This is an optimization exercise on Yosys and OpenROAD, whose aim is small area, a short achievable clock period and few clock cycles per item, not a production implementation. Only simulation tests tie the RTL to the original design; equivalence was not proved. Power and IR drop assume default switching activity.

===== flow/run.sh =====
#!/bin/bash
# synth_recipe.tcl (not shown) runs the flow's synth.tcl, then flattens the netlist and writes it again
# the make line also repeats each setting of config.mk as NAME=value (left out here)
make -C /OpenROAD-flow-scripts/flow DESIGN_CONFIG=/design/flow/config.mk WORK_HOME=/design/flow/orfs CLKGATE_MAP_FILE= SYNTH_SCRIPT=/design/flow/synth_recipe.tcl finish

===== flow/config.mk =====
export PLATFORM = sky130hd
export DESIGN_NAME = multiplier
export DESIGN_NICKNAME = multiplier
export VERILOG_FILES = /design/flow/design.v
export SDC_FILE = /design/flow/constraint.sdc
export NUM_CORES = 4
export LEC_CHECK = 0
export CAP_MARGIN = 20
export CORE_MARGIN = 2
export CORE_UTILIZATION = 40
export SLEW_MARGIN = 20

===== flow/constraint.sdc =====
create_clock -name core_clock -period 4.0 [get_ports {clk}]
set_input_delay 0.8000 -clock core_clock [delete_from_list [all_inputs] [get_ports {clk}]]
set_output_delay 0.8000 -clock core_clock [all_outputs]
set_load 0.01 [all_outputs]

===== flow/design.v =====
module multiplier(
  output [63:0] prod,
  output busy,
  input [31:0] mc,
  input [31:0] mp,
  input clk,
  input rst,
  input start);
reg [31:0] M, Q, S, C;
reg [7:0] Ls, Lc;
reg t, cl, busy_r;
reg [1:0] cnt;
reg [3:0] d_one, d_two, d_neg;
wire fin = busy_r & (cnt == 2'd3);
wire it = start | (busy_r & ~fin);
function [11:0] dec;
  input [8:0] b;
  integer k;
  reg [3:0] o, w, n;
  begin
    for (k = 0; k < 4; k = k + 1) begin
      o[k] = b[2*k+1] ^ b[2*k];
      w[k] = (b[2*k+2] & ~b[2*k+1] & ~b[2*k]) | (~b[2*k+2] & b[2*k+1] & b[2*k]);
      n[k] = b[2*k+2] & ~(b[2*k+1] & b[2*k]);
    end
    dec = {n, w, o};
  end
endfunction
wire [11:0] dec0 = dec({mp[7:0], 1'b0});
wire [11:0] decn = dec(start ? mp[15:7] : Q[15:7]);
wire [31:0] Me = start ? mc : M;
wire [3:0] oe = start ? dec0[3:0] : d_one;
wire [3:0] we = start ? dec0[7:4] : d_two;
wire [3:0] ne = start ? dec0[11:8] : d_neg;
wire [31:0] Se = start ? 32'd0 : S;
wire [31:0] Ce = start ? 32'd0 : C;
wire te = start | t;
wire [32:0] Mx = {Me[31], Me};
wire [33:0] Mx2 = {Mx, 1'b0};
wire [32:0] x0 = ({33{oe[0]}} & Mx) | ({33{we[0]}} & Mx2[32:0]);
wire [32:0] p0 = x0 ^ {33{ne[0]}};
wire [33:0] pp0 = {~p0[32], p0};
wire [32:0] x1 = ({33{oe[1]}} & Mx) | ({33{we[1]}} & Mx2[32:0]);
wire [32:0] p1 = x1 ^ {33{ne[1]}};
wire [33:0] pp1 = {~p1[32], p1};
wire [32:0] x2 = ({33{oe[2]}} & Mx) | ({33{we[2]}} & Mx2[32:0]);
wire [32:0] p2 = x2 ^ {33{ne[2]}};
wire [33:0] pp2 = {~p2[32], p2};
wire [32:0] x3 = ({33{oe[3]}} & Mx) | ({33{we[3]}} & Mx2[32:0]);
wire [32:0] p3 = x3 ^ {33{ne[3]}};
wire [33:0] pp3 = {~p3[32], p3};
wire fs1 = Se[0] ^ Ce[0] ^ ne[0];
wire fc2 = (Se[0] & Ce[0]) | (ne[0] & (Se[0] ^ Ce[0]));
wire fs3 = Se[1] ^ Ce[1] ^ pp0[1];
wire fc4 = (Se[1] & Ce[1]) | (pp0[1] & (Se[1] ^ Ce[1]));
wire fs5 = Se[2] ^ Ce[2] ^ ne[1];
wire fc6 = (Se[2] & Ce[2]) | (ne[1] & (Se[2] ^ Ce[2]));
wire fs7 = pp0[2] ^ pp1[0] ^ fs5;
wire fc8 = (pp0[2] & pp1[0]) | (fs5 & (pp0[2] ^ pp1[0]));
wire fs9 = Se[3] ^ Ce[3] ^ pp0[3];
wire fc10 = (Se[3] & Ce[3]) | (pp0[3] & (Se[3] ^ Ce[3]));
wire fs11 = pp1[1] ^ fc6 ^ fs9;
wire fc12 = (pp1[1] & fc6) | (fs9 & (pp1[1] ^ fc6));
wire fs13 = Se[4] ^ Ce[4] ^ ne[2];
wire fc14 = (Se[4] & Ce[4]) | (ne[2] & (Se[4] ^ Ce[4]));
wire fs15 = pp0[4] ^ pp1[2] ^ pp2[0];
wire fc16 = (pp0[4] & pp1[2]) | (pp2[0] & (pp0[4] ^ pp1[2]));
wire fs17 = fs13 ^ fc10 ^ fs15;
wire fc18 = (fs13 & fc10) | (fs15 & (fs13 ^ fc10));
wire fs19 = Se[5] ^ Ce[5] ^ pp0[5];
wire fc20 = (Se[5] & Ce[5]) | (pp0[5] & (Se[5] ^ Ce[5]));
wire fs21 = pp1[3] ^ pp2[1] ^ fc14;
wire fc22 = (pp1[3] & pp2[1]) | (fc14 & (pp1[3] ^ pp2[1]));
wire fs23 = fc16 ^ fs19 ^ fs21;
wire fc24 = (fc16 & fs19) | (fs21 & (fc16 ^ fs19));
wire fs25 = Se[6] ^ Ce[6] ^ ne[3];
wire fc26 = (Se[6] & Ce[6]) | (ne[3] & (Se[6] ^ Ce[6]));
wire fs27 = pp0[6] ^ pp1[4] ^ pp2[2];
wire fc28 = (pp0[6] & pp1[4]) | (pp2[2] & (pp0[6] ^ pp1[4]));
wire fs29 = pp3[0] ^ fs25 ^ fc20;
wire fc30 = (pp3[0] & fs25) | (fc20 & (pp3[0] ^ fs25));
wire fs31 = fc22 ^ fs27 ^ fs29;
wire fc32 = (fc22 & fs27) | (fs29 & (fc22 ^ fs27));
wire fs33 = Se[7] ^ Ce[7] ^ pp0[7];
wire fc34 = (Se[7] & Ce[7]) | (pp0[7] & (Se[7] ^ Ce[7]));
wire fs35 = pp1[5] ^ pp2[3] ^ pp3[1];
wire fc36 = (pp1[5] & pp2[3]) | (pp3[1] & (pp1[5] ^ pp2[3]));
wire fs37 = fc26 ^ fc28 ^ fs33;
wire fc38 = (fc26 & fc28) | (fs33 & (fc26 ^ fc28));
wire fs39 = fs35 ^ fc30 ^ fs37;
wire fc40 = (fs35 & fc30) | (fs37 & (fs35 ^ fc30));
wire fs41 = Se[8] ^ Ce[8] ^ pp0[8];
wire fc42 = (Se[8] & Ce[8]) | (pp0[8] & (Se[8] ^ Ce[8]));
wire fs43 = pp1[6] ^ pp2[4] ^ pp3[2];
wire fc44 = (pp1[6] & pp2[4]) | (pp3[2] & (pp1[6] ^ pp2[4]));
wire fs45 = fc34 ^ fc36 ^ fs41;
wire fc46 = (fc34 & fc36) | (fs41 & (fc34 ^ fc36));
wire fs47 = fs43 ^ fc38 ^ fs45;
wire fc48 = (fs43 & fc38) | (fs45 & (fs43 ^ fc38));
wire fs49 = Se[9] ^ Ce[9] ^ pp0[9];
wire fc50 = (Se[9] & Ce[9]) | (pp0[9] & (Se[9] ^ Ce[9]));
wire fs51 = pp1[7] ^ pp2[5] ^ pp3[3];
wire fc52 = (pp1[7] & pp2[5]) | (pp3[3] & (pp1[7] ^ pp2[5]));
wire fs53 = fc42 ^ fc44 ^ fs49;
wire fc54 = (fc42 & fc44) | (fs49 & (fc42 ^ fc44));
wire fs55 = fs51 ^ fc46 ^ fs53;
wire fc56 = (fs51 & fc46) | (fs53 & (fs51 ^ fc46));
wire fs57 = Se[10] ^ Ce[10] ^ pp0[10];
wire fc58 = (Se[10] & Ce[10]) | (pp0[10] & (Se[10] ^ Ce[10]));
wire fs59 = pp1[8] ^ pp2[6] ^ pp3[4];
wire fc60 = (pp1[8] & pp2[6]) | (pp3[4] & (pp1[8] ^ pp2[6]));
wire fs61 = fc50 ^ fc52 ^ fs57;
wire fc62 = (fc50 & fc52) | (fs57 & (fc50 ^ fc52));
wire fs63 = fs59 ^ fc54 ^ fs61;
wire fc64 = (fs59 & fc54) | (fs61 & (fs59 ^ fc54));
wire fs65 = Se[11] ^ Ce[11] ^ pp0[11];
wire fc66 = (Se[11] & Ce[11]) | (pp0[11] & (Se[11] ^ Ce[11]));
wire fs67 = pp1[9] ^ pp2[7] ^ pp3[5];
wire fc68 = (pp1[9] & pp2[7]) | (pp3[5] & (pp1[9] ^ pp2[7]));
wire fs69 = fc58 ^ fc60 ^ fs65;
wire fc70 = (fc58 & fc60) | (fs65 & (fc58 ^ fc60));
wire fs71 = fs67 ^ fc62 ^ fs69;
wire fc72 = (fs67 & fc62) | (fs69 & (fs67 ^ fc62));
wire fs73 = Se[12] ^ Ce[12] ^ pp0[12];
wire fc74 = (Se[12] & Ce[12]) | (pp0[12] & (Se[12] ^ Ce[12]));
wire fs75 = pp1[10] ^ pp2[8] ^ pp3[6];
wire fc76 = (pp1[10] & pp2[8]) | (pp3[6] & (pp1[10] ^ pp2[8]));
wire fs77 = fc66 ^ fc68 ^ fs73;
wire fc78 = (fc66 & fc68) | (fs73 & (fc66 ^ fc68));
wire fs79 = fs75 ^ fc70 ^ fs77;
wire fc80 = (fs75 & fc70) | (fs77 & (fs75 ^ fc70));
wire fs81 = Se[13] ^ Ce[13] ^ pp0[13];
wire fc82 = (Se[13] & Ce[13]) | (pp0[13] & (Se[13] ^ Ce[13]));
wire fs83 = pp1[11] ^ pp2[9] ^ pp3[7];
wire fc84 = (pp1[11] & pp2[9]) | (pp3[7] & (pp1[11] ^ pp2[9]));
wire fs85 = fc74 ^ fc76 ^ fs81;
wire fc86 = (fc74 & fc76) | (fs81 & (fc74 ^ fc76));
wire fs87 = fs83 ^ fc78 ^ fs85;
wire fc88 = (fs83 & fc78) | (fs85 & (fs83 ^ fc78));
wire fs89 = Se[14] ^ Ce[14] ^ pp0[14];
wire fc90 = (Se[14] & Ce[14]) | (pp0[14] & (Se[14] ^ Ce[14]));
wire fs91 = pp1[12] ^ pp2[10] ^ pp3[8];
wire fc92 = (pp1[12] & pp2[10]) | (pp3[8] & (pp1[12] ^ pp2[10]));
wire fs93 = fc82 ^ fc84 ^ fs89;
wire fc94 = (fc82 & fc84) | (fs89 & (fc82 ^ fc84));
wire fs95 = fs91 ^ fc86 ^ fs93;
wire fc96 = (fs91 & fc86) | (fs93 & (fs91 ^ fc86));
wire fs97 = Se[15] ^ Ce[15] ^ pp0[15];
wire fc98 = (Se[15] & Ce[15]) | (pp0[15] & (Se[15] ^ Ce[15]));
wire fs99 = pp1[13] ^ pp2[11] ^ pp3[9];
wire fc100 = (pp1[13] & pp2[11]) | (pp3[9] & (pp1[13] ^ pp2[11]));
wire fs101 = fc90 ^ fc92 ^ fs97;
wire fc102 = (fc90 & fc92) | (fs97 & (fc90 ^ fc92));
wire fs103 = fs99 ^ fc94 ^ fs101;
wire fc104 = (fs99 & fc94) | (fs101 & (fs99 ^ fc94));
wire fs105 = Se[16] ^ Ce[16] ^ pp0[16];
wire fc106 = (Se[16] & Ce[16]) | (pp0[16] & (Se[16] ^ Ce[16]));
wire fs107 = pp1[14] ^ pp2[12] ^ pp3[10];
wire fc108 = (pp1[14] & pp2[12]) | (pp3[10] & (pp1[14] ^ pp2[12]));
wire fs109 = fc98 ^ fc100 ^ fs105;
wire fc110 = (fc98 & fc100) | (fs105 & (fc98 ^ fc100));
wire fs111 = fs107 ^ fc102 ^ fs109;
wire fc112 = (fs107 & fc102) | (fs109 & (fs107 ^ fc102));
wire fs113 = Se[17] ^ Ce[17] ^ pp0[17];
wire fc114 = (Se[17] & Ce[17]) | (pp0[17] & (Se[17] ^ Ce[17]));
wire fs115 = pp1[15] ^ pp2[13] ^ pp3[11];
wire fc116 = (pp1[15] & pp2[13]) | (pp3[11] & (pp1[15] ^ pp2[13]));
wire fs117 = fc106 ^ fc108 ^ fs113;
wire fc118 = (fc106 & fc108) | (fs113 & (fc106 ^ fc108));
wire fs119 = fs115 ^ fc110 ^ fs117;
wire fc120 = (fs115 & fc110) | (fs117 & (fs115 ^ fc110));
wire fs121 = Se[18] ^ Ce[18] ^ pp0[18];
wire fc122 = (Se[18] & Ce[18]) | (pp0[18] & (Se[18] ^ Ce[18]));
wire fs123 = pp1[16] ^ pp2[14] ^ pp3[12];
wire fc124 = (pp1[16] & pp2[14]) | (pp3[12] & (pp1[16] ^ pp2[14]));
wire fs125 = fc114 ^ fc116 ^ fs121;
wire fc126 = (fc114 & fc116) | (fs121 & (fc114 ^ fc116));
wire fs127 = fs123 ^ fc118 ^ fs125;
wire fc128 = (fs123 & fc118) | (fs125 & (fs123 ^ fc118));
wire fs129 = Se[19] ^ Ce[19] ^ pp0[19];
wire fc130 = (Se[19] & Ce[19]) | (pp0[19] & (Se[19] ^ Ce[19]));
wire fs131 = pp1[17] ^ pp2[15] ^ pp3[13];
wire fc132 = (pp1[17] & pp2[15]) | (pp3[13] & (pp1[17] ^ pp2[15]));
wire fs133 = fc122 ^ fc124 ^ fs129;
wire fc134 = (fc122 & fc124) | (fs129 & (fc122 ^ fc124));
wire fs135 = fs131 ^ fc126 ^ fs133;
wire fc136 = (fs131 & fc126) | (fs133 & (fs131 ^ fc126));
wire fs137 = Se[20] ^ Ce[20] ^ pp0[20];
wire fc138 = (Se[20] & Ce[20]) | (pp0[20] & (Se[20] ^ Ce[20]));
wire fs139 = pp1[18] ^ pp2[16] ^ pp3[14];
wire fc140 = (pp1[18] & pp2[16]) | (pp3[14] & (pp1[18] ^ pp2[16]));
wire fs141 = fc130 ^ fc132 ^ fs137;
wire fc142 = (fc130 & fc132) | (fs137 & (fc130 ^ fc132));
wire fs143 = fs139 ^ fc134 ^ fs141;
wire fc144 = (fs139 & fc134) | (fs141 & (fs139 ^ fc134));
wire fs145 = Se[21] ^ Ce[21] ^ pp0[21];
wire fc146 = (Se[21] & Ce[21]) | (pp0[21] & (Se[21] ^ Ce[21]));
wire fs147 = pp1[19] ^ pp2[17] ^ pp3[15];
wire fc148 = (pp1[19] & pp2[17]) | (pp3[15] & (pp1[19] ^ pp2[17]));
wire fs149 = fc138 ^ fc140 ^ fs145;
wire fc150 = (fc138 & fc140) | (fs145 & (fc138 ^ fc140));
wire fs151 = fs147 ^ fc142 ^ fs149;
wire fc152 = (fs147 & fc142) | (fs149 & (fs147 ^ fc142));
wire fs153 = Se[22] ^ Ce[22] ^ pp0[22];
wire fc154 = (Se[22] & Ce[22]) | (pp0[22] & (Se[22] ^ Ce[22]));
wire fs155 = pp1[20] ^ pp2[18] ^ pp3[16];
wire fc156 = (pp1[20] & pp2[18]) | (pp3[16] & (pp1[20] ^ pp2[18]));
wire fs157 = fc146 ^ fc148 ^ fs153;
wire fc158 = (fc146 & fc148) | (fs153 & (fc146 ^ fc148));
wire fs159 = fs155 ^ fc150 ^ fs157;
wire fc160 = (fs155 & fc150) | (fs157 & (fs155 ^ fc150));
wire fs161 = Se[23] ^ Ce[23] ^ pp0[23];
wire fc162 = (Se[23] & Ce[23]) | (pp0[23] & (Se[23] ^ Ce[23]));
wire fs163 = pp1[21] ^ pp2[19] ^ pp3[17];
wire fc164 = (pp1[21] & pp2[19]) | (pp3[17] & (pp1[21] ^ pp2[19]));
wire fs165 = fc154 ^ fc156 ^ fs161;
wire fc166 = (fc154 & fc156) | (fs161 & (fc154 ^ fc156));
wire fs167 = fs163 ^ fc158 ^ fs165;
wire fc168 = (fs163 & fc158) | (fs165 & (fs163 ^ fc158));
wire fs169 = Se[24] ^ Ce[24] ^ pp0[24];
wire fc170 = (Se[24] & Ce[24]) | (pp0[24] & (Se[24] ^ Ce[24]));
wire fs171 = pp1[22] ^ pp2[20] ^ pp3[18];
wire fc172 = (pp1[22] & pp2[20]) | (pp3[18] & (pp1[22] ^ pp2[20]));
wire fs173 = fc162 ^ fc164 ^ fs169;
wire fc174 = (fc162 & fc164) | (fs169 & (fc162 ^ fc164));
wire fs175 = fs171 ^ fc166 ^ fs173;
wire fc176 = (fs171 & fc166) | (fs173 & (fs171 ^ fc166));
wire fs177 = Se[25] ^ Ce[25] ^ pp0[25];
wire fc178 = (Se[25] & Ce[25]) | (pp0[25] & (Se[25] ^ Ce[25]));
wire fs179 = pp1[23] ^ pp2[21] ^ pp3[19];
wire fc180 = (pp1[23] & pp2[21]) | (pp3[19] & (pp1[23] ^ pp2[21]));
wire fs181 = fc170 ^ fc172 ^ fs177;
wire fc182 = (fc170 & fc172) | (fs177 & (fc170 ^ fc172));
wire fs183 = fs179 ^ fc174 ^ fs181;
wire fc184 = (fs179 & fc174) | (fs181 & (fs179 ^ fc174));
wire fs185 = Se[26] ^ Ce[26] ^ pp0[26];
wire fc186 = (Se[26] & Ce[26]) | (pp0[26] & (Se[26] ^ Ce[26]));
wire fs187 = pp1[24] ^ pp2[22] ^ pp3[20];
wire fc188 = (pp1[24] & pp2[22]) | (pp3[20] & (pp1[24] ^ pp2[22]));
wire fs189 = fc178 ^ fc180 ^ fs185;
wire fc190 = (fc178 & fc180) | (fs185 & (fc178 ^ fc180));
wire fs191 = fs187 ^ fc182 ^ fs189;
wire fc192 = (fs187 & fc182) | (fs189 & (fs187 ^ fc182));
wire fs193 = Se[27] ^ Ce[27] ^ pp0[27];
wire fc194 = (Se[27] & Ce[27]) | (pp0[27] & (Se[27] ^ Ce[27]));
wire fs195 = pp1[25] ^ pp2[23] ^ pp3[21];
wire fc196 = (pp1[25] & pp2[23]) | (pp3[21] & (pp1[25] ^ pp2[23]));
wire fs197 = fc186 ^ fc188 ^ fs193;
wire fc198 = (fc186 & fc188) | (fs193 & (fc186 ^ fc188));
wire fs199 = fs195 ^ fc190 ^ fs197;
wire fc200 = (fs195 & fc190) | (fs197 & (fs195 ^ fc190));
wire fs201 = Se[28] ^ Ce[28] ^ pp0[28];
wire fc202 = (Se[28] & Ce[28]) | (pp0[28] & (Se[28] ^ Ce[28]));
wire fs203 = pp1[26] ^ pp2[24] ^ pp3[22];
wire fc204 = (pp1[26] & pp2[24]) | (pp3[22] & (pp1[26] ^ pp2[24]));
wire fs205 = fc194 ^ fc196 ^ fs201;
wire fc206 = (fc194 & fc196) | (fs201 & (fc194 ^ fc196));
wire fs207 = fs203 ^ fc198 ^ fs205;
wire fc208 = (fs203 & fc198) | (fs205 & (fs203 ^ fc198));
wire fs209 = Se[29] ^ Ce[29] ^ pp0[29];
wire fc210 = (Se[29] & Ce[29]) | (pp0[29] & (Se[29] ^ Ce[29]));
wire fs211 = pp1[27] ^ pp2[25] ^ pp3[23];
wire fc212 = (pp1[27] & pp2[25]) | (pp3[23] & (pp1[27] ^ pp2[25]));
wire fs213 = fc202 ^ fc204 ^ fs209;
wire fc214 = (fc202 & fc204) | (fs209 & (fc202 ^ fc204));
wire fs215 = fs211 ^ fc206 ^ fs213;
wire fc216 = (fs211 & fc206) | (fs213 & (fs211 ^ fc206));
wire fs217 = Se[30] ^ Ce[30] ^ pp0[30];
wire fc218 = (Se[30] & Ce[30]) | (pp0[30] & (Se[30] ^ Ce[30]));
wire fs219 = pp1[28] ^ pp2[26] ^ pp3[24];
wire fc220 = (pp1[28] & pp2[26]) | (pp3[24] & (pp1[28] ^ pp2[26]));
wire fs221 = fc210 ^ fc212 ^ fs217;
wire fc222 = (fc210 & fc212) | (fs217 & (fc210 ^ fc212));
wire fs223 = fs219 ^ fc214 ^ fs221;
wire fc224 = (fs219 & fc214) | (fs221 & (fs219 ^ fc214));
wire fs225 = Se[31] ^ Ce[31] ^ pp0[31];
wire fc226 = (Se[31] & Ce[31]) | (pp0[31] & (Se[31] ^ Ce[31]));
wire fs227 = pp1[29] ^ pp2[27] ^ pp3[25];
wire fc228 = (pp1[29] & pp2[27]) | (pp3[25] & (pp1[29] ^ pp2[27]));
wire fs229 = fc218 ^ fc220 ^ fs225;
wire fc230 = (fc218 & fc220) | (fs225 & (fc218 ^ fc220));
wire fs231 = fs227 ^ fc222 ^ fs229;
wire fc232 = (fs227 & fc222) | (fs229 & (fs227 ^ fc222));
wire fs233 = ~te ^ pp0[32] ^ pp1[30];
wire fc234 = (~te & pp0[32]) | (pp1[30] & (~te ^ pp0[32]));
wire fs235 = pp2[28] ^ pp3[26] ^ fc226;
wire fc236 = (pp2[28] & pp3[26]) | (fc226 & (pp2[28] ^ pp3[26]));
wire fs237 = fc228 ^ fs233 ^ fc230;
wire fc238 = (fc228 & fs233) | (fc230 & (fc228 ^ fs233));
wire hs239 = fs235 ^ fc232;
wire hc240 = fs235 & fc232;
wire fs241 = te ^ pp0[33] ^ pp1[31];
wire fc242 = (te & pp0[33]) | (pp1[31] & (te ^ pp0[33]));
wire fs243 = pp2[29] ^ pp3[27] ^ fc234;
wire fc244 = (pp2[29] & pp3[27]) | (fc234 & (pp2[29] ^ pp3[27]));
wire fs245 = fs241 ^ fc236 ^ fs243;
wire fc246 = (fs241 & fc236) | (fs243 & (fs241 ^ fc236));
wire hs247 = fc238 ^ fs245;
wire hc248 = fc238 & fs245;
wire fs249 = 1'b1 ^ pp1[32] ^ pp2[30];
wire fc250 = (1'b1 & pp1[32]) | (pp2[30] & (1'b1 ^ pp1[32]));
wire fs251 = pp3[28] ^ fc242 ^ fs249;
wire fc252 = (pp3[28] & fc242) | (fs249 & (pp3[28] ^ fc242));
wire fs253 = fc244 ^ fs251 ^ fc246;
wire fc254 = (fc244 & fs251) | (fc246 & (fc244 ^ fs251));
wire fs255 = pp1[33] ^ pp2[31] ^ pp3[29];
wire fc256 = (pp1[33] & pp2[31]) | (pp3[29] & (pp1[33] ^ pp2[31]));
wire fs257 = fc250 ^ fs255 ^ fc252;
wire fc258 = (fc250 & fs255) | (fc252 & (fc250 ^ fs255));
wire fs259 = 1'b1 ^ pp2[32] ^ pp3[30];
wire fc260 = (1'b1 & pp2[32]) | (pp3[30] & (1'b1 ^ pp2[32]));
wire hs261 = fc256 ^ fs259;
wire hc262 = fc256 & fs259;
wire fs263 = pp2[33] ^ pp3[31] ^ fc260;
wire fc264 = (pp2[33] & pp3[31]) | (fc260 & (pp2[33] ^ pp3[31]));
wire hs265 = 1'b1 ^ pp3[32];
wire hc266 = 1'b1 & pp3[32];
wire [40:0] R0 = {1'b0, pp3[33], hs265, hc262, hs261, fs257, hc248, hc240, fs237, fc224, fc216, fc208, fc200, fc192, fc184, fc176, fc168, fc160, fc152, fc144, fc136, fc128, fc120, fc112, fc104, fc96, fc88, fc80, fc72, fc64, fc56, fc48, fc40, fc32, fc24, fc18, fc12, fc8, fc4, fc2, pp0[0]};
wire [40:0] R1 = {1'b0, hc266, fc264, fs263, fc258, fc254, fs253, hs247, hs239, fs231, fs223, fs215, fs207, fs199, fs191, fs183, fs175, fs167, fs159, fs151, fs143, fs135, fs127, fs119, fs111, fs103, fs95, fs87, fs79, fs71, fs63, fs55, fs47, fs39, fs31, fs23, fs17, fs11, fs7, fs3, fs1};
wire [40:0] Fx = {S, Ls, 1'b1} + {C, Lc, cl};
wire [39:0] F = Fx[40:1];
wire c8 = F[8] ^ S[0] ^ C[0];
always @(posedge clk) begin
  if (rst) busy_r <= 1'b0;
  else if (start) busy_r <= 1'b1;
  else if (fin) busy_r <= 1'b0;
  cnt <= start ? 2'd0 : cnt + 2'd1;
  M <= Me;
  if (start) Q <= {8'd0, mp[31:8]};
  else if (busy_r) Q <= {F[7:0], Q[31:8]};
  d_one <= decn[3:0];
  d_two <= decn[7:4];
  d_neg <= decn[11:8];
  S <= it ? R0[39:8] : F[39:8];
  C <= it ? R1[39:8] : 32'd0;
  t <= R0[40] | R1[40];
  Ls <= R0[7:0];
  Lc <= it ? R1[7:0] : 8'd0;
  cl <= busy_r & ~fin & c8;
end
assign busy = busy_r;
assign prod = {S, Q};
endmodule

==> results.env, run 1 <==
POWER.LEAKAGE_nW=6.543
SYNTH_SEQ_AREA_SHARE=0.2631
POST_SYNTH_NET_TOTAL=1597
START_KIND='primary input'
WORSTSKEWPAIRLATENCY_PS=450
RUN_STATUS='complete, no violations'
AREA_GROWTH_SYN_TO_LAYOUT_PCT=21.93
ANTENNA_VIOLATIONS_BEFORE_REPAIR=0
SKEW_PS=14.82
FINAL_MIN_PERIOD_OVER_CLOCK_PERIOD=0.9817
DETAIL_ROUTE.WL_PER_CELL_UM=19.77
LAYOUT_COMMONEST_CELL='dfxtp_1'
PATH_MAX_FANOUT=8
ACHIEVABLE-FREQUENCY_GHz=0.2547
SYNTHESIS.AREA_MM2=0.01309
MAX_SLEW.WORST_PIN.SLEW_PS=970.5
PWR_DENSITY_CELL_mW_PER_MM2=852.4
ROUTED_WIRELENGTH_MM=38.34
TIMING.CRITICAL_PATH.TO_TYPE='flop'
NUMBER_OF_DIFFERENT_LIBRARY_CELLS_IN_THE_POST_SYNTHESIS_NETLIST=70
DIE_HEIGHT_UM=184.9
OVERFLOW=0
GRT_PASS1_VIAS=10660
CTS_NUM_SINKS=160
DIE_AREA_MM2=0.03418
ROUTABILITY_CONG=0.8869
GRT_FIRST_PASS_WIRELENGTH_MM=60.40
COREAREA_MM2=0.03237
WORST_SLEW_MARGIN_REL=0.3530
YOSYS_MOST_USED_DFF='dfxtp_1'
VIAS=10270
GRT_USE_TOTAL=0.2332
YS_ASYNC_SR_FRACTION=0
SYNTHTOPCELLSBYAREA='dfxtp_1 (21%), fa_1 (20%), a22oi_1 (7.1%), xor2_1 (6.5%), edfxtp_1 (5.5%)'
IR_WORST_VDD_uV=456.4
CLOCK_TRANSITION_AT_THE_REGISTERS_OF_THE_REPORTED_PATHS_PS=80
TIMING.CRITICAL_PATH.ARRIVAL_PS=4260
PLACEMENT_ROWS=66
DRIVE_ABOVE_1_SHARE=0.1242
FINAL_CELL_MIX='dfxtp_1 (136), clkdlybuf4s50_1 (128), fa_1 (127)'
SETUP_TOTAL_NEGATIVE_SLACK_PS=0
DRC=0
DRT_FIRST_PASS_ITERS=5
FIN_NETS=1731
CTS_HTREE_LEVELS=4
AREA_SHARE_OF_THE_LARGEST_CELL_TYPE_AFTER_SYNTHESIS=0.2081
FINAL-INSTANCE-COUNT-EXCL-FILL=1939
FINAL.MIN_CLOCK_PERIOD_PS=3927
CP.REQUIRED_PS=4330
DETAILEDROUTE.FIRSTITERATIONVIOLATIONS=712
HOLD_VIOL=0
SYN_AVG_CELL_AREA_UM2=9.694
CTS-ROOT-BUF='clkbuf_16'
PLACED_CELLS=1900
CTS_TREE='built'
ROUTED_VIA_DENSITY=5.299
DIE_WIDTH_UM=184.9
CRITICAL_PATH_CLASS='in -> reg'
SYNTH-EDFF-COUNT=24
I_O_PIN_COUNT=132
REPORT.FINAL.SLEW_VIOL_COUNT=0
YS_WARN_COUNT=1
SYNTH_CELLS=1350
PLACEMENT.IO_BUFFERS=131
TRITONCTS.NUM_BUFFERS=17
ANTENNADIODECOUNT=0
SETUP_VIOL_COUNT_FINAL=0
POST_SYNTHESIS_SEQUENTIAL_ELEMENT_COUNT=160
ANT_NETS=0
DPL.HPWL_MM=29.88
MAX-CLOCK-PATH-BUFFERS=2
SYNTH_TOP_AREA_CELL='dfxtp_1'
TIMING.MAX_CAP.VIOLATIONS=0
INITIAL_UTILIZATION=0.4043
MIN-DELAY-PATH-CLASS='reg -> reg'
GRT_MAX_DEGREE=60
POST_CTS_HOLD_BUFFER_COUNT=0
## sequential cells by signal (all words and copies together) (netlist names)
signal / count
M: 32
cnt: 2
Q: 32
S: 32
d_neg: 4
Ls: 8
d_two: 4
d_one: 4
Lc: 8
cl: 1
C: 32
busy_r: 1
## report_power, final
group	internal [mW]	switching [mW]	total [mW]
sequential	2.27	0.458	2.73
combinational	4.06	5.13	9.19
clock	0.875	0.810	1.69
total	7.20	6.40	13.6
## synth_stat cells (all sizes together), types with 2 or more instances
library cell	instances
fa	128
a31oi	11
edfxtp	24
and3	4
nand3	15
o21bai	7
ha	52
nand4	10
nand2	106
o21ai	39
o211ai	4
or3b	3
or3	6
o2111ai	5
o31ai	2
and4	2
and2	15
a22oi	124
xor2	97
nor2b	11
mux2	56
nor4	2
mux2i	25
inv	97
clkbuf	52
a21oi	64
buf	25
a211oi	4
o41ai	2
dfxtp	136
nor3	9
or2	3
a21o	26
xnor2	68
nor2	89
nand2b	3
nand3b	5
## through the flow
stage / cell area, um^2 / power (mW) / utilization / worst slack [ps] / hold WS [ps]
floorplan: 13110 / 9.043 / - / 2.142 / 389.6
global placement: 15190 / 11.80 / 0.4692 / -445.3 / 401.7
detailed placement: 15190 / 11.94 / 0.4692 / -499.0 / 420.8
CTS: 15800 / 13.69 / 0.4881 / 0.7274 / 432.7
global route: 15960 / 14.96 / 0.4929 / -3.030 / 467.0
finish: 15960 / 13.60 / 0.4929 / 73.06 / 423.6
## cell type report
cell class	instances	area, um^2
inverters	98	367.9
flip-flops and latches	160	3443
clock buffers	18	450.4
repair buffers	192	1907
well taps	442	553.0
multi-input cells	1015	9084
clock inverters	14	151.4
fillers	3066	16410
## layer usage
| metal | global-route usage | part of all wire | vias up |
|---|---|---|---|
| met1 | 0.2841 | 0.41 | 5047 |
| met3 | 0.03067 | 0.041 | 60 |
| met2 | 0.4235 | 0.52 | 269 |
| li1 | - | - | 4898 |
| met4 | 0.07714 | 0.027 | 0 |
| met5 | 0 | 0 | - |
## logic make-up after synthesis
| family | synth area share |
|---|---|
| flops | 0.2631 |
| xor+xnor | 0.1104 |
| simple gates | 0.1011 |
| compound gates | 0.1580 |
| fa+ha+maj | 0.2455 |
| buf+inv | 0.05459 |
| mux | 0.06731 |
## final timing paths
path                     start           endpoint  slack (ps)  cells after the start
max                      mp[3]   C[10]$_SDFF_PP0_          70                     13
min          cnt[0]$_SDFF_PP0_  cnt[0]$_SDFF_PP0_         420                      1
max reg2reg   d_one[0]$_DFF_P_      S[22]$_DFF_P_         860                     10
min reg2reg  cnt[0]$_SDFF_PP0_  cnt[0]$_SDFF_PP0_         420                      1
## repair_timing
action,in CTS,in global routing
setup endpoints to repair,4,33
buffers inserted,0,4
cloned,1,2
resized for setup,0,13
pin swaps,0,5
## critical path, cell delays in order
cell and delay, ps:
clkdlybuf4s50_1 420, buf_4 170, or3b_2 510, a31oi_4 200, buf_4 160, clkbuf_16 140
a22oi_1 80, xor2_1 170, fa_1 450, inv_1 100, fa_1 440, fa_1 550
nor2_1 50
Testbench counts, summed over its fixed seeds: cycles 16,000, items 3,200.
==> run 2: changes to the inputs <==
--- a/flow/config.mk
+++ b/flow/config.mk
@@ -8,4 +8,5 @@
 export CAP_MARGIN = 20
 export CORE_MARGIN = 2
 export CORE_UTILIZATION = 40
+export SETUP_SLACK_MARGIN = 1.8
 export SLEW_MARGIN = 20
==> results.env, run 2 <==
RUN_STATUS='complete, no violations'
MET1_USAGE_GRT=0.3276  # +0.04345
DIE_AREA_MM2=0.03418  # unchanged
MAX_SLEW.WORST_PIN.SLEW_PS=738.6  # -231.9 ps
STANDARD_CELL_WITH_THE_MAXIMUM_STAGE_DELAY_ON_THE_CRITICAL_PATH='fa_2'
DRT_FIRST_PASS_ITERS=6  # +1
FINAL_CELL_MIX='dfxtp_1 (118), nand2_1 (100), nor2_1 (84), buf_4 (84), xor2_1 (81)'
R2R_CELLS=11  # +1
HOLD_PATH.STARTPOINT='cnt[0]$_SDFF_PP0_'
MIN-DELAY-PATH-CLASS='reg -> reg'
SKEW_PS=18.20  # +3.388 ps
DIE_HEIGHT_UM=184.9  # unchanged
INITIAL_UTILIZATION=0.4043  # unchanged
MAX-CLOCK-PATH-BUFFERS=2  # unchanged
CTS_TREE='built'
DETAILEDROUTE.FIRSTITERATIONVIOLATIONS=897  # +26%
COREAREA_MM2=0.03237  # unchanged
HOLDPATHSTAGES=1  # unchanged
OVERFLOW=0  # unchanged
DRC=0  # unchanged
PLACEMENT.IO_BUFFERS=131  # unchanged
SYNTHESIS.AREA_MM2=0.01309  # unchanged
GRT_FIRST_PASS_WIRELENGTH_MM=66.70  # +10%
TIMING.MAX_CAP.VIOLATIONS=0  # unchanged
ROUTABILITY_CONG=0.8693  # -2.0%
YS_WARN_COUNT=1  # unchanged
LAYOUT.FILLER_CELLS=2730  # -11%
MIN_TO='cnt[0]$_SDFF_PP0_'
CRITPATHBUFINV=7  # +2
FINAL.MIN_CLOCK_PERIOD_PS=3454  # -472.9 ps
PLACED_AREA_MM2=0.01555  # +2.4%
TIMING.CRITICAL_PATH.TO_TYPE='flop'
YOSYS_MOST_USED_DFF='dfxtp_1'
SETUP_VIOL_COUNT_FINAL=0  # unchanged
GR-MAX-USAGE-LAYER='met2'
ROUTED_WIRELENGTH_MM=43.84  # +14%
WORSTSKEWPAIRLATENCY_PS=470  # +20 ps
UNREPAIRED_SETUP_ENDPOINTS_AFTER_GLOBAL_ROUTING='yes'
SYN_AVG_CELL_AREA_UM2=9.694  # unchanged
SYNTH_TOP_AREA_CELL='dfxtp_1'
SYNTH_SEQ_AREA_SHARE=0.2631  # unchanged
VIAS=11260  # +9.6%
CTS-ROOT-BUF='clkbuf_16'
PATH_MAX_FANOUT=6  # -2
CP_TOP_FAMILY='adder cells'
IR_WORST_VDD_uV=415.0  # -9.1%
DRIVE_ABOVE_1_SHARE=0.3597  # +0.2355
FINAL_MIN_PERIOD_OVER_CLOCK_PERIOD=0.8635  # -0.1182
GRT_USE_TOTAL=0.2593  # +0.02610
REPORT.FINAL.SLEW_VIOL_COUNT=0  # unchanged
NUMBER_OF_DIFFERENT_LIBRARY_CELLS_IN_THE_POST_SYNTHESIS_NETLIST=70  # unchanged
PLACED_CELLS=1912  # +0.63%
SLOWEST_DELAY_PS=520  # -30 ps
CTS_HTREE_LEVELS=4  # unchanged
TRITONCTS.NUM_BUFFERS=17  # unchanged
GRT_MAX_DEGREE=49  # -18%
PWR_DENSITY_CELL_mW_PER_MM2=811.7  # -4.8%
FIN_NETS=1838  # +6.2%
R2R_SETUP_SLACK_PS=910  # +50 ps
YS_ASYNC_SR_FRACTION=0  # unchanged
ROUTED_VIA_DENSITY=5.505  # +3.9%
HOLD_WS_PS=420.9  # -2.682 ps
STDCELL_AREA_MM2=0.01864  # +17%
HOLD_VIOL=0  # unchanged
CRIT-REG2REG-CAPTURE='C[24]$_SDFF_PP0_'
SYNTH_CELLS=1350  # unchanged
DIE_WIDTH_UM=184.9  # unchanged
R2R_START='d_one[0]$_DFF_P_'
WORST_SLEW_MARGIN_REL=0.5066  # +0.1536
AREA_SHARE_OF_THE_LARGEST_CELL_TYPE_AFTER_SYNTHESIS=0.2081  # unchanged
SYNTH-EDFF-COUNT=24  # unchanged
CRITICAL_PATH_CLASS='in -> reg'
ANTENNA_VIOLATIONS_BEFORE_REPAIR=0  # unchanged
START_KIND='primary input'
GR-USAGE-MET3=0.03834  # +0.007668
SYNTHTOPCELLSBYAREA='dfxtp_1 (21%), fa_1 (20%), a22oi_1 (7.1%), xor2_1 (6.5%), edfxtp_1 (5.5%)'
ANTENNADIODECOUNT=0  # unchanged
ACHIEVABLE-FREQUENCY_GHz=0.2895  # +14%
CP.REQUIRED_PS=4350  # +20 ps
AREA_GROWTH_SYN_TO_LAYOUT_PCT=42.44
CLOCK_TRANSITION_AT_THE_REGISTERS_OF_THE_REPORTED_PATHS_PS=70  # about the same
TIMING.CRITICAL_PATH.ARRIVAL_PS=3800  # -460 ps
ANT_NETS=0  # unchanged
GR-USAGE-MET2=0.4544  # +0.03086
GRT_PASS1_VIAS=11600  # +8.9%
TIMING.CRITICAL_PATH.CELLS='buf_8 -> buf_6 -> buf_6 -> nand3b_1 -> a31oi_4 -> buf_6 -> buf_12 -> a22oi_2 -> xor2_1 -> fa_2 -> inv_2 -> fa_2 -> inv_2 -> fa_2 -> ha_4 -> and2_1'
POST_SYNTH_NET_TOTAL=1597  # unchanged
FINAL-INSTANCE-COUNT-EXCL-FILL=2046  # +5.5%
PLACEMENT_ROWS=66  # unchanged
YOSYS.CELL_COUNT.TOP_TYPE='dfxtp_1'
POWER.LEAKAGE_nW=7.716  # +18%
I_O_PIN_COUNT=132  # unchanged
POST_SYNTH_MOST_FREQUENT_CELLS='dfxtp_1 (136), fa_1 (128), a22oi_1 (124), nand2_1 (105), xor2_1 (97)'
CTS_NUM_SINKS=160  # unchanged
POST_SYNTHESIS_SEQUENTIAL_ELEMENT_COUNT=160  # unchanged
LAYOUT_COMMONEST_CELL='dfxtp_1'
DETAIL_ROUTE.WL_PER_CELL_UM=21.43  # +8.3%
DPL.HPWL_MM=30.36  # +1.6%
run 2: per-layer routing:
metal | vias up | wire (um)
met3 | 79 | 2254
met1 | 5638 | 18120
li1 | 5123 | -
met4 | 0 | 1301
met2 | 423 | 22160
met5 | - | 0
run 2: timing repair:
item                                    CTS  global route
pin swaps                               173            55
buffers inserted                         63            20
endpoints found under the setup margin  119            93
gates resized for setup                 377            79
hold buffers                              0             0
cloned                                   18             1
run 2: how the worst max path moves through the flow:
stage	startpoint	to	cells past startpoint
finish	mp[5]	C[24]$_SDFF_PP0_	16
global route	mp[5]	C[24]$_SDFF_PP0_	16
CTS	mp[1]	S[26]$_DFF_P_	14
detailed placement	mp[3]	S[18]$_DFF_P_	12
global placement	mp[3]	S[18]$_DFF_P_	12
floorplan	start	S[26]$_DFF_P_	15
run 2: area by class of cell:
type / count / area (um^2) / share of cell area
clock buffers: 18 / 429.2 / 0.02302
well taps: 442 / 553.0 / 0.02967
inverters: 98 / 374.1 / 0.02007
repair buffers: 298 / 3376 / 0.1811
multi-input cells: 1016 / 10290 / 0.5522
flip-flops and latches: 160 / 3471 / 0.1862
clock inverters: 14 / 145.1 / 0.007786
run 2: per-stage QoR:
step | setup WS [ps] | setup TNS, ps | util | power, mW
3_5_place_dp | -321.1 | -12930 | 0.4805 | 12.15
5_1_grt | 481.0 | 0 | 0.5758 | 16.38
4_1_cts | 641.7 | 0 | 0.5595 | 14.74
2_1_floorplan | 302.5 | 0 | - | 9.274
6_report | 545.9 | 0 | 0.5758 | 15.13
3_3_place_gp | -335.1 | -11990 | 0.4805 | 12.04
run 2: cells by family after synthesis:
kind of cell / Yosys count / synth area share
xor+xnor: 165 / 0.1104
buf+inv: 176 / 0.05459
fa+ha+maj: 180 / 0.2455
flops: 160 / 0.2631
compound gates: 301 / 0.1580
mux: 81 / 0.06731
simple gates: 287 / 0.1011
run 2: report_power, final:
part	total [mW]	leakage (nW)	internal (mW)	switching (mW)
clock network	1.66	0.276	0.832	0.827
registers	2.75	1.39	2.29	0.461
logic	10.7	6.05	4.94	5.78
total	15.1	7.72	8.07	7.06
==> run 3: changes to the inputs <==
--- a/flow/design.v
+++ b/flow/design.v
@@ -11,8 +11,8 @@
 reg t, cl, busy_r;
 reg [1:0] cnt;
 reg [3:0] d_one, d_two, d_neg;
-wire fin = busy_r & (cnt == 2'd3);
-wire it = start | (busy_r & ~fin);
+wire fin = busy_r & (cnt == 2'd2);
+wire it = start | busy_r;
 function [11:0] dec;
   input [8:0] b;
   integer k;
@@ -331,13 +331,15 @@
   d_one <= decn[3:0];
   d_two <= decn[7:4];
   d_neg <= decn[11:8];
-  S <= it ? R0[39:8] : F[39:8];
-  C <= it ? R1[39:8] : 32'd0;
-  t <= R0[40] | R1[40];
-  Ls <= R0[7:0];
-  Lc <= it ? R1[7:0] : 8'd0;
-  cl <= busy_r & ~fin & c8;
+  if (it) begin
+    S <= R0[39:8];
+    C <= R1[39:8];
+    t <= R0[40] | R1[40];
+    Ls <= R0[7:0];
+    Lc <= R1[7:0];
+    cl <= c8 & ~start;
+  end
 end
 assign busy = busy_r;
-assign prod = {S, Q};
+assign prod = {F, Q[31:8]};
 endmodule
--- a/flow/config.mk
+++ b/flow/config.mk
@@ -8,5 +8,4 @@
 export CAP_MARGIN = 20
 export CORE_MARGIN = 2
 export CORE_UTILIZATION = 40
-export SETUP_SLACK_MARGIN = 1.8
 export SLEW_MARGIN = 20
==> results.env, run 3 <==
SYNTH_SEQ_AREA_SHARE=0.3045  # +0.04136
HOLDPATHSTAGES=1  # unchanged
INITIAL_UTILIZATION=0.4052  # +0.0009090
YOSYS_MOST_USED_DFF='edfxtp_1'
TIMING.CRITICAL_PATH.CELLS='ha_4 -> buf_6 -> and4_4 -> a221oi_4 -> o21ai_2 -> a21oi_4 -> o221ai_4 -> a311o_1 -> a21o_1 -> a31oi_2 -> xnor2_1 -> buf_2'
HOLD_WS_PS=404.9  # -16.04 ps
FINAL.MIN_CLOCK_PERIOD_PS=4025  # +570.8 ps
INTERNAL_POWER_mW=9.378  # +16%
GRT_FIRST_PASS_WIRELENGTH_MM=57.17  # -14%
PWR_DENSITY_CELL_mW_PER_MM2=988.0  # +22%
PLACEMENT.IO_BUFFERS=131  # unchanged
PATH_MAX_FANOUT=4  # -2
AREA_SHARE_OF_THE_LARGEST_CELL_TYPE_AFTER_SYNTHESIS=0.2210  # +0.01291
TIMING.FINAL.WS_SETUP_PS=-24.89  # -570.8 ps
TOP_REGS='C: 32 flops, M: 32 flops, S: 31 flops'
GRT_USE_TOTAL=0.2165  # -0.04274
TRITONCTS.NUM_BUFFERS=17  # unchanged
MIN-DELAY-PATH-CLASS='reg -> reg'
SYNTH-EDFF-COUNT=97  # +300%
MIN_TO='cnt[0]$_SDFF_PP0_'
MAX-CLOCK-PATH-BUFFERS=2  # unchanged
R2R_CELLS=9  # -2
YS_ASYNC_SR_FRACTION=0  # unchanged
STARTPOINT='S[0]$_DFFE_PP_'
SKEW_PS=14.62  # -3.580 ps
NUMBER_OF_DIFFERENT_LIBRARY_CELLS_IN_THE_POST_SYNTHESIS_NETLIST=60  # -14%
YS_WARN_COUNT=1  # unchanged
CRITICAL_PATH_CLASS='reg -> out'
PLACEMENT.SETUP.WORST_SLACK_PS=-321.2  # -0.1610 ps
POST_SYNTHESIS_SEQUENTIAL_ELEMENT_COUNT=152  # -5.0%
SYNTHTOPCELLSBYAREA='edfxtp_1 (22%), fa_1 (19%), dfxtp_1 (8.4%), a22oi_1 (7.1%), xor2_1 (6.5%)'
SYNTH_CELLS=1266  # -6.2%
LAYOUT_COMMONEST_CELL='buf_4'
DRIVE_ABOVE_1_SHARE=0.2215  # -0.1382
REPORT.FINAL.SLEW_VIOL_COUNT=0  # unchanged
TIMING.CRITICAL_PATH.TO_TYPE='output port'
POWER.SHARE.SWITCHING=0.4434  # -0.02348
R2R_SETUP_SLACK_PS=920  # about the same
SLOWEST_DELAY_PS=440  # -80 ps
OVERFLOW=0  # unchanged
IR_WORST_VDD_uV=369.4  # -11%
POST_SYNTH_MOST_FREQUENT_CELLS='inv_1 (129), fa_1 (128), a22oi_1 (124), xor2_1 (98)'
SYN_AVG_CELL_AREA_UM2=10.41  # +7.4%
COREAREA_MM2=0.03254  # +0.51%
START_KIND='flop'
TIMING.CRITICAL_PATH.ARRIVAL_PS=3220  # -580 ps
DIE_AREA_MM2=0.03443  # +0.72%
FIN_NETS=1751  # -4.7%
I_O_PIN_COUNT=132  # unchanged
CP.REQUIRED_PS=3200  # -1150 ps
ROUTED_WIRELENGTH_MM=36.24  # -17%
DETAILEDROUTE.FIRSTITERATIONVIOLATIONS=788  # -12%
YOSYS.CELL_COUNT.TOP_TYPE='inv_1'
CLOCK_TRANSITION_AT_THE_REGISTERS_OF_THE_REPORTED_PATHS_PS=70  # about the same
POST_CTS_HOLD_BUFFER_COUNT=0  # unchanged
R2R_START='d_one[0]$_DFF_P_'
HOLD_PATH.STARTPOINT='cnt[0]$_SDFF_PP0_'
POST_SYNTH_NET_TOTAL=1513  # -5.3%
ANTENNADIODECOUNT=0  # unchanged
CTS_NUM_SINKS=152  # -5.0%
CTS-ROOT-BUF='clkbuf_16'
HOLD_VIOL=0  # unchanged
SYNTHESIS.AREA_MM2=0.01318  # +0.74%
POWER.LEAKAGE_nW=7.203  # -6.6%
STANDARD_CELL_WITH_THE_MAXIMUM_STAGE_DELAY_ON_THE_CRITICAL_PATH='edfxtp_1'
FINAL_CELL_MIX='buf_4 (157), inv_1 (127), fa_1 (127)'
GRT_PASS1_VIAS=10520  # -9.3%
CLKPWRFRAC=0.096  # -0.014
DIE_WIDTH_UM=185.5  # +0.36%
DRT_FIRST_PASS_ITERS=6  # unchanged
P_COMB_FRAC=0.718  # +0.010
MAX_SLEW.WORST_PIN.SLEW_PS=595.9  # -142.7 ps
ROUTED_VIA_DENSITY=5.202  # -5.5%
ACHIEVABLE-FREQUENCY_GHz=0.2485  # -14%
DRC=0  # unchanged
UNREPAIRED_SETUP_ENDPOINTS_AFTER_GLOBAL_ROUTING='yes'
TIMING.MAX_CAP.VIOLATIONS=0  # unchanged
DETAIL_ROUTE.WL_PER_CELL_UM=18.50  # -14%
GRT_MAX_DEGREE=46  # -6.1%
ANT_NETS=0  # unchanged
RUN_STATUS='finished with violations'
DIE_HEIGHT_UM=185.5  # +0.36%
WORSTSKEWPAIRLATENCY_PS=440  # -30 ps
SETUP_VIOL_COUNT_FINAL=1  # +1
ROUTABILITY_CONG=0.8999  # +3.5%
CTS_HTREE_LEVELS=4  # unchanged
ANTENNA_VIOLATIONS_BEFORE_REPAIR=0  # unchanged
DPL.HPWL_MM=28.23  # -7.0%
SYNTH_TOP_AREA_CELL='edfxtp_1'
WORST_SLEW_MARGIN_REL=0.6022  # +0.09560
CRIT-REG2REG-CAPTURE='C[11]$_DFFE_PP_'
PLACEMENT_ROWS=66  # unchanged
VIAS=10190  # -9.5%
AREA_GROWTH_SYN_TO_LAYOUT_PCT=29.37
PWR-SHARE-SEQ=0.186  # +0.004
SO.VIOLATIONS='negative setup slack'
CTS_TREE='built'
FINAL_MIN_PERIOD_OVER_CLOCK_PERIOD=1.006  # +0.1427
TOTAL_SWITCHING_POWER_mW=7.471  # +5.8%
run 3: power by group through the flow:
stage               logic (mW)  clock network, mW  registers, mW
global placement          11.7                  0           3.13
finish                    12.1               1.61           3.13
floorplan                 6.78                  0           2.97
detailed placement        11.9                  0           3.13
global route              13.5               1.70           3.20
CTS                       11.8               1.63           3.11
run 3: cell families (layout without fill, tap and decap cells):
family,after synthesis,after routing,synth area share
AND/OR/NAND/NOR,198,198,0.06748
AO/OA/AOI/OAI,275,275,0.1431
flip-flops,152,152,0.3045
buffers and inverters,220,471,0.06957
adder cells (fa/ha/maj),180,180,0.2437
multiplexers,68,68,0.05666
XOR/XNOR,173,173,0.1149
run 3: metal layers:
metal	GRT usage	up-vias	routed length, um
met5	0	-	0
met4	0.05417	0	688
met3	0.03267	44	1667
met2	0.3657	282	17980
met1	0.2922	5069	15900
li1	-	4795	-
run 3: worst max-delay path, delay by kind of cell, from the launching register on:
family,cells,cell delay (ps)
compound gates,7,1520
xor+xnor,1,120
fa+ha+maj,1,280
buf+inv,2,250
flops,1,440
simple gates,1,180
run 3: cell type report:
type,instances,area (um^2)
clock buffer,17,425.4
clock inverter,15,143.9
fill,2960,15480
inverter,132,495.5
multi-input combinational,894,8652
sequential,152,4014
tap,442,553.0
timing repair buffer,307,2770
run 3: what timing repair did:
item                                    4_1_cts  5_1_grt
resized for setup                            74       48
gates cloned                                  0        0
endpoints found under the setup margin       26       23
setup buffers                                 4        8
pin swaps                                    17       24
run 3: metrics by stage:
| stage | instance area (um^2) | power [mW] | utilization | setup TNS, ps | cells |
|---|---|---|---|---|---|
| after floorplan | 13190 | 9.752 | - | -9.944 | 1266 |
| after global placement | 16110 | 14.78 | 0.4951 | -10220 | 1917 |
| after detailed placement | 16110 | 15.03 | 0.4951 | -12820 | 1917 |
| after CTS | 16790 | 16.56 | 0.5160 | -90.55 | 1953 |
| after global routing | 17050 | 18.40 | 0.5242 | -839.7 | 1959 |
| final | 17050 | 16.85 | 0.5242 | -24.89 | 1959 |
run 3: worst max path at each step:
| stage | end | depth (start not counted) |
|---|---|---|
| 2_1_floorplan | C[24]$_DFFE_PP_ | 12 |
| 3_3_place_gp | prod[63] | 14 |
| 3_5_place_dp | C[4]$_DFFE_PP_ | 11 |
| 4_1_cts | prod[56] | 12 |
| 5_1_grt | prod[56] | 12 |
| 6_report | prod[56] | 12 |
Testbench counts of run 3, summed over its fixed seeds: cycles 12,800, items 3,200.
==> run 4: changes to the inputs <==
--- a/flow/config.mk
+++ b/flow/config.mk
@@ -8,4 +8,5 @@
 export CAP_MARGIN = 20
 export CORE_MARGIN = 2
 export CORE_UTILIZATION = 40
+export SETUP_SLACK_MARGIN = 0.4
 export SLEW_MARGIN = 20
==> results.env, run 4 <==
RUN_STATUS='complete, no violations'
TIMING.CRITICAL_PATH.CELLS='ha_1 -> a21o_1 -> a221oi_2 -> o21ai_2 -> a21oi_4 -> o221ai_4 -> a311o_1 -> a21o_1 -> a31oi_2 -> xnor2_1 -> buf_2'
POWER.LEAKAGE_nW=7.416  # +3.0%
SYNTH_CELLS=1266  # unchanged
WORSTSKEWPAIRLATENCY_PS=440  # about the same
DRIVE_ABOVE_1_SHARE=0.2906  # +0.06911
LAYOUT_COMMONEST_CELL='buf_4'
FINAL_MIN_PERIOD_OVER_CLOCK_PERIOD=0.9857  # -0.02051
CTS_NUM_SINKS=152  # unchanged
ANT_NETS=0  # unchanged
AREA_USED_BY_MULTI_INPUT_COMBINATIONAL_LOGIC_MM2=0.009112  # +5.3%
TRITONCTS.NUM_BUFFERS=17  # unchanged
SYNTH_COMPOUND_GATE_AREA_SHARE=0.1431  # unchanged
WL_MET2_MM=18.67  # +3.9%
CRITPATHBUFINV=1  # -1
PARITY_GATE_SHARE_OF_THE_SYNTHESIZED_AREA_COUNTING_XOR_AND_XNOR_CELLS=0.1149  # unchanged
HOLD_VIOL=0  # unchanged
MAX-CLOCK-PATH-BUFFERS=2  # unchanged
SETUP_VIOL_COUNT_FINAL=0  # -1
MIN-DELAY-PATH-CLASS='reg -> reg'
YS_WARN_COUNT=1  # unchanged
ANTENNA_VIOLATIONS_BEFORE_REPAIR=0  # unchanged
YOSYS.CELL_COUNT.TOP_TYPE='inv_1'
DIE_WIDTH_UM=185.5  # unchanged
CTS_HTREE_LEVELS=4  # unchanged
TIMING.CRITICAL_PATH.ARRIVAL_PS=3140  # -80 ps
POST_SYNTHESIS_SEQUENTIAL_ELEMENT_COUNT=152  # unchanged
MAX_SLEW.WORST_PIN.SLEW_PS=604.2  # +8.341 ps
GRT_USE_TOTAL=0.2253  # +0.008781
VIAS=10300  # +1.1%
ANTENNADIODECOUNT=0  # unchanged
SYN_AVG_CELL_AREA_UM2=10.41  # unchanged
DR.MAX_LAYER_USED='met4'
PLACEMENT_ROWS=66  # unchanged
FINAL-INSTANCE-COUNT-EXCL-FILL=1963  # +0.20%
OVERFLOW=0  # unchanged
PWR_DENSITY_CELL_mW_PER_MM2=987.3  # about the same
GRT_MAX_DEGREE=47  # +2.2%
SYNTH-EDFF-COUNT=97  # unchanged
SETUP_TOTAL_NEGATIVE_SLACK_PS=0  # +24.89 ps
SYNTH_SIMPLE_GATE_AREA_FRAC=0.06748  # unchanged
REPORT.FINAL.SLEW_VIOL_COUNT=0  # unchanged
CP_TOP_FAMILY='compound AO/OA/AOI/OAI gates'
MUXSHAREOFSYNTHAREA=0.05666  # unchanged
SKEW_PS=18.77  # +4.150 ps
SYNTH_TOP_AREA_CELL='edfxtp_1'
REGISTER_AREA_MM2=0.004014  # unchanged
YOSYS_MOST_USED_DFF='edfxtp_1'
POST_SYNTH_MOST_FREQUENT_CELLS='inv_1 (129), fa_1 (128), a22oi_1 (124), xor2_1 (98)'
WORST_SLEW_MARGIN_REL=0.5966  # -0.005568
FINAL.MIN_CLOCK_PERIOD_PS=3943  # -82.05 ps
ROUTABILITY_CONG=0.8729  # -3.0%
DPL.HPWL_MM=28.38  # +0.53%
LAYOUT.FILLER_CELLS=2932  # -0.95%
NUMBER_OF_DIFFERENT_LIBRARY_CELLS_IN_THE_POST_SYNTHESIS_NETLIST=60  # unchanged
DRT_FIRST_PASS_ITERS=5  # -1
M1WIRELENGTH_MM=17.02  # +7.0%
DIE_AREA_MM2=0.03443  # unchanged
AREA_GROWTH_SYN_TO_LAYOUT_PCT=33.96
UNREPAIRED_SETUP_ENDPOINTS_AFTER_GLOBAL_ROUTING='yes'
DIE_HEIGHT_UM=185.5  # unchanged
YS_ASYNC_SR_FRACTION=0  # unchanged
POST_SYNTH_NET_TOTAL=1513  # unchanged
TIMING.MAX_CAP.VIOLATIONS=0  # unchanged
ACHIEVABLE-FREQUENCY_GHz=0.2536  # +2.1%
START_KIND='flop'
SYNTH_TOP_FAMILY_BY_AREA='adder cells'
AREA_SHARE_OF_THE_LARGEST_CELL_TYPE_AFTER_SYNTHESIS=0.2210  # unchanged
ROUTED_WIRELENGTH_MM=38.06  # +5.0%
SLOWEST_DELAY_PS=380  # -60 ps
INITIAL_UTILIZATION=0.4052  # unchanged
IR_WORST_VDD_uV=387.0  # +4.8%
COREAREA_MM2=0.03254  # unchanged
DETAILROUTE.WIRELENGTH.MET3_MM=1.619  # -2.9%
DETAILEDROUTE.FIRSTITERATIONVIOLATIONS=860  # +9.1%
CRITICAL_PATH_CLASS='reg -> out'
SYNTH_ADDER_AREA_SHARE=0.2437  # unchanged
TOP_REGS='C: 32 flops, M: 32 flops, S: 31 flops'
PLACEMENT.IO_BUFFERS=131  # unchanged
CRITICAL-PATH-TOP-CELL-BY-COUNT='a21o_1'
CTS_TREE='built'
PLACED_CELLS=1889  # -1.5%
ROUTED_VIA_DENSITY=5.248  # +0.88%
I_O_PIN_COUNT=132  # unchanged
CLOCK_TRANSITION_AT_THE_REGISTERS_OF_THE_REPORTED_PATHS_PS=70  # about the same
STANDARD_CELL_WITH_THE_MAXIMUM_STAGE_DELAY_ON_THE_CRITICAL_PATH='edfxtp_1'
PATH_MAX_FANOUT=4  # unchanged
SYNTHESIS.AREA_MM2=0.01318  # unchanged
FINAL_CELL_MIX='buf_4 (137), inv_1 (110), fa_1 (108)'
CTS-ROOT-BUF='clkbuf_16'
FIN_NETS=1755  # +0.23%
TOTAL_POWER_mW=17.43  # +3.5%
TIMING.CRITICAL_PATH.TO_TYPE='output port'
GRT_PASS1_VIAS=10600  # +0.74%
DRC=0  # unchanged
SYNTHTOPCELLSBYAREA='edfxtp_1 (22%), fa_1 (19%), dfxtp_1 (8.4%), a22oi_1 (7.1%), xor2_1 (6.5%)'
GRT_FIRST_PASS_WIRELENGTH_MM=59.22  # +3.6%
SYNTH_SEQ_AREA_SHARE=0.3045  # unchanged
DETAIL_ROUTE.WL_PER_CELL_UM=19.39  # +4.8%
CP.REQUIRED_PS=3200  # about the same
[run 4: cell counts after synthesis]
No cell type changed its count.
[run 4: final timing paths]
check                     from           endpoint  slack, ps  cells after the start
max reg2reg   d_one[0]$_DFF_P_    Lc[7]$_DFFE_PP_        870                      8
max            Ls[5]$_DFFE_PP_           prod[56]         60                     11
min          cnt[0]$_SDFF_PP0_  cnt[0]$_SDFF_PP0_        410                      1
min reg2reg  cnt[0]$_SDFF_PP0_  cnt[0]$_SDFF_PP0_        410                      1
[run 4: metrics by stage]
| step | worst slack, ps | cell area [um^2] | utilization | hold WS (ps) |
|---|---|---|---|---|
| finish | 57.15 | 17660 | 0.5428 | 408.1 |
| global route | -75.86 | 17660 | 0.5428 | 428.3 |
| CTS | 38.99 | 17230 | 0.5295 | 412.2 |
| detailed placement | -258.8 | 16020 | 0.4923 | 400.8 |
| global placement | -225.6 | 16020 | 0.4923 | 395.9 |
| floorplan | 371.0 | 13460 | - | 385.6 |
[run 4: routing by layer]
layer / track usage / up-vias
met5: 0 / -
met1: 0.3054 / 5149
met4: 0.05921 / 0
met2: 0.3813 / 301
li1: - / 4799
met3: 0.02896 / 52
[run 4: layout make-up]
| class | instances | share of cell area |
|---|---|---|
| multi-input cells | 895 | 0.5160 |
| inverters | 132 | 0.02806 |
| well taps | 442 | 0.03132 |
| flip-flops and latches | 152 | 0.2273 |
| repair buffers | 310 | 0.1635 |
| clock buffers | 18 | 0.02551 |
| clock inverters | 14 | 0.008361 |
[run 4: kinds of logic after synthesis]
logic type                 after synthesis
AOI/OAI and AO/OA                      275
buffers and inverters                  220
and+or+nand+nor                        198
adders and majority gates              180
xor gates and xnor gates               173
DFF                                    152
muxes                                   68
[run 4: timing repair]
action,CTS,global route
resized for setup,191,102
hold buffers,0,0
endpoints found under the setup margin,83,61
gates cloned,6,1
pin swaps,48,67
buffers inserted,18,17
[run 4: power breakdown]
part / internal [mW] / leakage, nW / switching, mW
Combinational: 5.95 / 5.67 / 6.65
Clock: 0.924 / 0.300 / 0.776
Sequential: 2.76 / 1.45 / 0.371
==> run 5: changes to the inputs <==
--- a/flow/config.mk
+++ b/flow/config.mk
@@ -7,6 +7,6 @@
 export LEC_CHECK = 0
 export CAP_MARGIN = 20
 export CORE_MARGIN = 2
-export CORE_UTILIZATION = 40
+export CORE_UTILIZATION = 65
 export SETUP_SLACK_MARGIN = 0.4
 export SLEW_MARGIN = 20
==> results.env, run 5 <==
SYNTHESIS.AREA_MM2=0.01318  # unchanged
TIMING.FINAL.WS_SETUP_PS=-252.3  # -309.5 ps
CRITPATHBUFINV=2  # +1
POWER.LEAKAGE_nW=7.373  # -0.59%
LAYOUT.FILLER_CELLS=964  # -67%
CRITICAL-PATH-TOP-CELL-BY-COUNT='a21o_1'
DRC=0  # unchanged
STDCELL_AREA_MM2=0.01736  # -1.7%
DRIVE_ABOVE_1_SHARE=0.2769  # -0.01371
MAX_SLEW.WORST_PIN.SLEW_PS=847.0  # +242.8 ps
HOLD_VIOL=0  # unchanged
VIAS=11250  # +9.2%
COREAREA_MM2=0.02004  # -38%
POST_SYNTH_MOST_FREQUENT_CELLS='inv_1 (129), fa_1 (128), a22oi_1 (124), xor2_1 (98)'
SO.VIOLATIONS='negative setup slack'
YS_ASYNC_SR_FRACTION=0  # unchanged
YOSYS_MOST_USED_DFF='edfxtp_1'
SYNTH_TOP_AREA_CELL='edfxtp_1'
STANDARD_CELL_WITH_THE_MAXIMUM_STAGE_DELAY_ON_THE_CRITICAL_PATH='edfxtp_1'
DIE_WIDTH_UM=146.4  # -21%
TIMING.MAX_CAP.VIOLATIONS=0  # unchanged
TIMING.CRITICAL_PATH.CELLS='buf_6 -> ha_4 -> a21o_1 -> nand4_1 -> a21oi_2 -> a21oi_4 -> o221ai_4 -> a311o_1 -> a21o_1 -> a31oi_2 -> xnor2_1 -> buf_2'
WORSTSKEWPAIRLATENCY_PS=450  # about the same
POST_CTS_HOLD_BUFFER_COUNT=0  # unchanged
M1WIRELENGTH_MM=15.77  # -7.4%
PWR-SHARE-SEQ=0.173  # -0.007
CP.REQUIRED_PS=3200  # about the same
TOP_REGS='C: 32 flops, M: 32 flops, S: 31 flops'
WORST_SLEW_MARGIN_REL=0.4353  # -0.1613
ROUTED_WIRELENGTH_MM=43.04  # +13%
PLACEMENT.IO_BUFFERS=131  # unchanged
AREA_GROWTH_SYN_TO_LAYOUT_PCT=31.71
I_O_PIN_COUNT=132  # unchanged
TIMING.CRITICAL_PATH.TO_TYPE='output port'
PLACED_AREA_MM2=0.01568  # -2.1%
DR.MAX_LAYER_USED='met4'
GRT_FIRST_PASS_WIRELENGTH_MM=61.15  # +3.3%
PATH_MAX_FANOUT=3  # -1
SYNTH_CELLS=1266  # unchanged
ROUTED_VIA_DENSITY=6.333  # +21%
POST_SYNTHESIS_SEQUENTIAL_ELEMENT_COUNT=152  # unchanged
ROUTABILITY_CONG=0.9157  # +4.9%
START_KIND='flop'
POST_SYNTH_NET_TOTAL=1513  # unchanged
DETAIL_ROUTE.WL_PER_CELL_UM=24.23  # +25%
RUN_STATUS='finished with violations'
TIMING.CRITICAL_PATH.ARRIVAL_PS=3450  # +310 ps
ANTENNADIODECOUNT=0  # unchanged
CTS_HTREE_LEVELS=4  # unchanged
PLACEMENT_ROWS=52  # -21%
INITIAL_UTILIZATION=0.6578  # +0.2527
TOTAL_SWITCHING_POWER_mW=8.673  # +11%
SKEW_PS=13.23  # -5.543 ps
GRT_MAX_DEGREE=60  # +28%
ANT_NETS=0  # unchanged
POWER.SHARE.SWITCHING=0.4686  # +0.02123
CP_TOP_FAMILY='compound AO/OA/AOI/OAI gates'
HOLD_WS_PS=408.5  # +0.3340 ps
YS_WARN_COUNT=1  # unchanged
AREA_SHARE_OF_THE_LARGEST_CELL_TYPE_AFTER_SYNTHESIS=0.2210  # unchanged
GRT_PASS1_VIAS=11050  # +4.3%
TRITONCTS.NUM_BUFFERS=17  # unchanged
REPORT.FINAL.SLEW_VIOL_COUNT=0  # unchanged
CTS_NUM_SINKS=152  # unchanged
SETUP_VIOL_COUNT_FINAL=13  # +13
CTS_TREE='built'
LAYOUT_COMMONEST_CELL='buf_4'
GRT_USE_TOTAL=0.3729  # +0.1476
CLKPWRFRAC=0.089  # -0.009
INTERNAL_POWER_mW=9.835  # +2.1%
SYNTHTOPCELLSBYAREA='edfxtp_1 (22%), fa_1 (19%), dfxtp_1 (8.4%), a22oi_1 (7.1%), xor2_1 (6.5%)'
-- run 5: cell counts after synthesis --
No cell type changed its count.
-- run 5: worst paths after layout --
check | from | end | slack [ps] | cells past startpoint
worst max-delay path | Ls[0]$_DFFE_PP_ | prod[56] | -250 | 12
worst min-delay path | cnt[0]$_SDFF_PP0_ | cnt[0]$_SDFF_PP0_ | 410 | 1
worst max register to register | d_two[0]$_DFF_P_ | C[7]$_DFFE_PP_ | 770 | 9
worst min register to register | cnt[0]$_SDFF_PP0_ | cnt[0]$_SDFF_PP0_ | 410 | 1
-- run 5: what timing repair did --
item                                    CTS  global route
resized for setup                       175           101
gates cloned                              3             1
pin swaps                                53            56
endpoints found under the setup margin   90            73
buffers inserted                         19            24
-- run 5: power groups by stage --
stage / sequential (mW) / combinational [mW] / clock (mW)
6_report: 3.21 / 13.7 / 1.64
5_1_grt: 3.25 / 14.5 / 1.69
4_1_cts: 3.14 / 12.2 / 1.62
3_5_place_dp: 3.12 / 11.6 / 0
3_3_place_gp: 3.09 / 11.2 / 0
2_1_floorplan: 2.97 / 6.85 / 0
-- run 5: cell families (layout without fill, tap and decap cells) --
family                   count (synthesis)  count (layout)  synth area share
flip-flops                             152             152            0.3045
XOR/XNOR                               173             173            0.1149
AO/OA/AOI/OAI                          275             275            0.1431
AND/OR/NAND/NOR                        198             198           0.06748
adder cells (fa/ha/maj)                180             180            0.2437
buffers and inverters                  220             460           0.06957
multiplexers                            68              68           0.05666
-- run 5: metal layers --
| metal | up-vias | global-route usage |
|---|---|---|
| met5 | - | 0 |
| met4 | 0 | 0.1519 |
| met3 | 179 | 0.05313 |
| met2 | 783 | 0.6264 |
| met1 | 5507 | 0.4921 |
| li1 | 4779 | - |
-- run 5: area by class of cell --
type,count,area (um^2),area share
timing repair buffer,296,2820,0.1624
clock inverter,15,150.1,0.008647
sequential,152,4014,0.2312
clock buffer,17,425.4,0.02450
inverter,132,498.0,0.02868
multi-input combinational,894,9117,0.5251
tap,270,337.8,0.01946
-- run 5: per-stage QoR --
step / setup WS, ps / setup TNS [ps] / cells / util
after floorplan: 371.0 / 0 / 1266 / -
after CTS: -18.11 / -18.11 / 1751 / 0.8420
after detailed placement: -281.7 / -10260 / 1697 / 0.7824
after global placement: -260.7 / -7492 / 1697 / 0.7824
final: -252.3 / -2016 / 1776 / 0.8664
after global routing: -344.4 / -3077 / 1776 / 0.8664

Check on run 5: ideal ports give -0.252 ns setup slack; a clkbuf_16 on the clock port and buf_2 on the inputs give -0.302 ns; moving port delays by the midpoint clock arrival (0.492 ns) as well gives -0.076 ns.
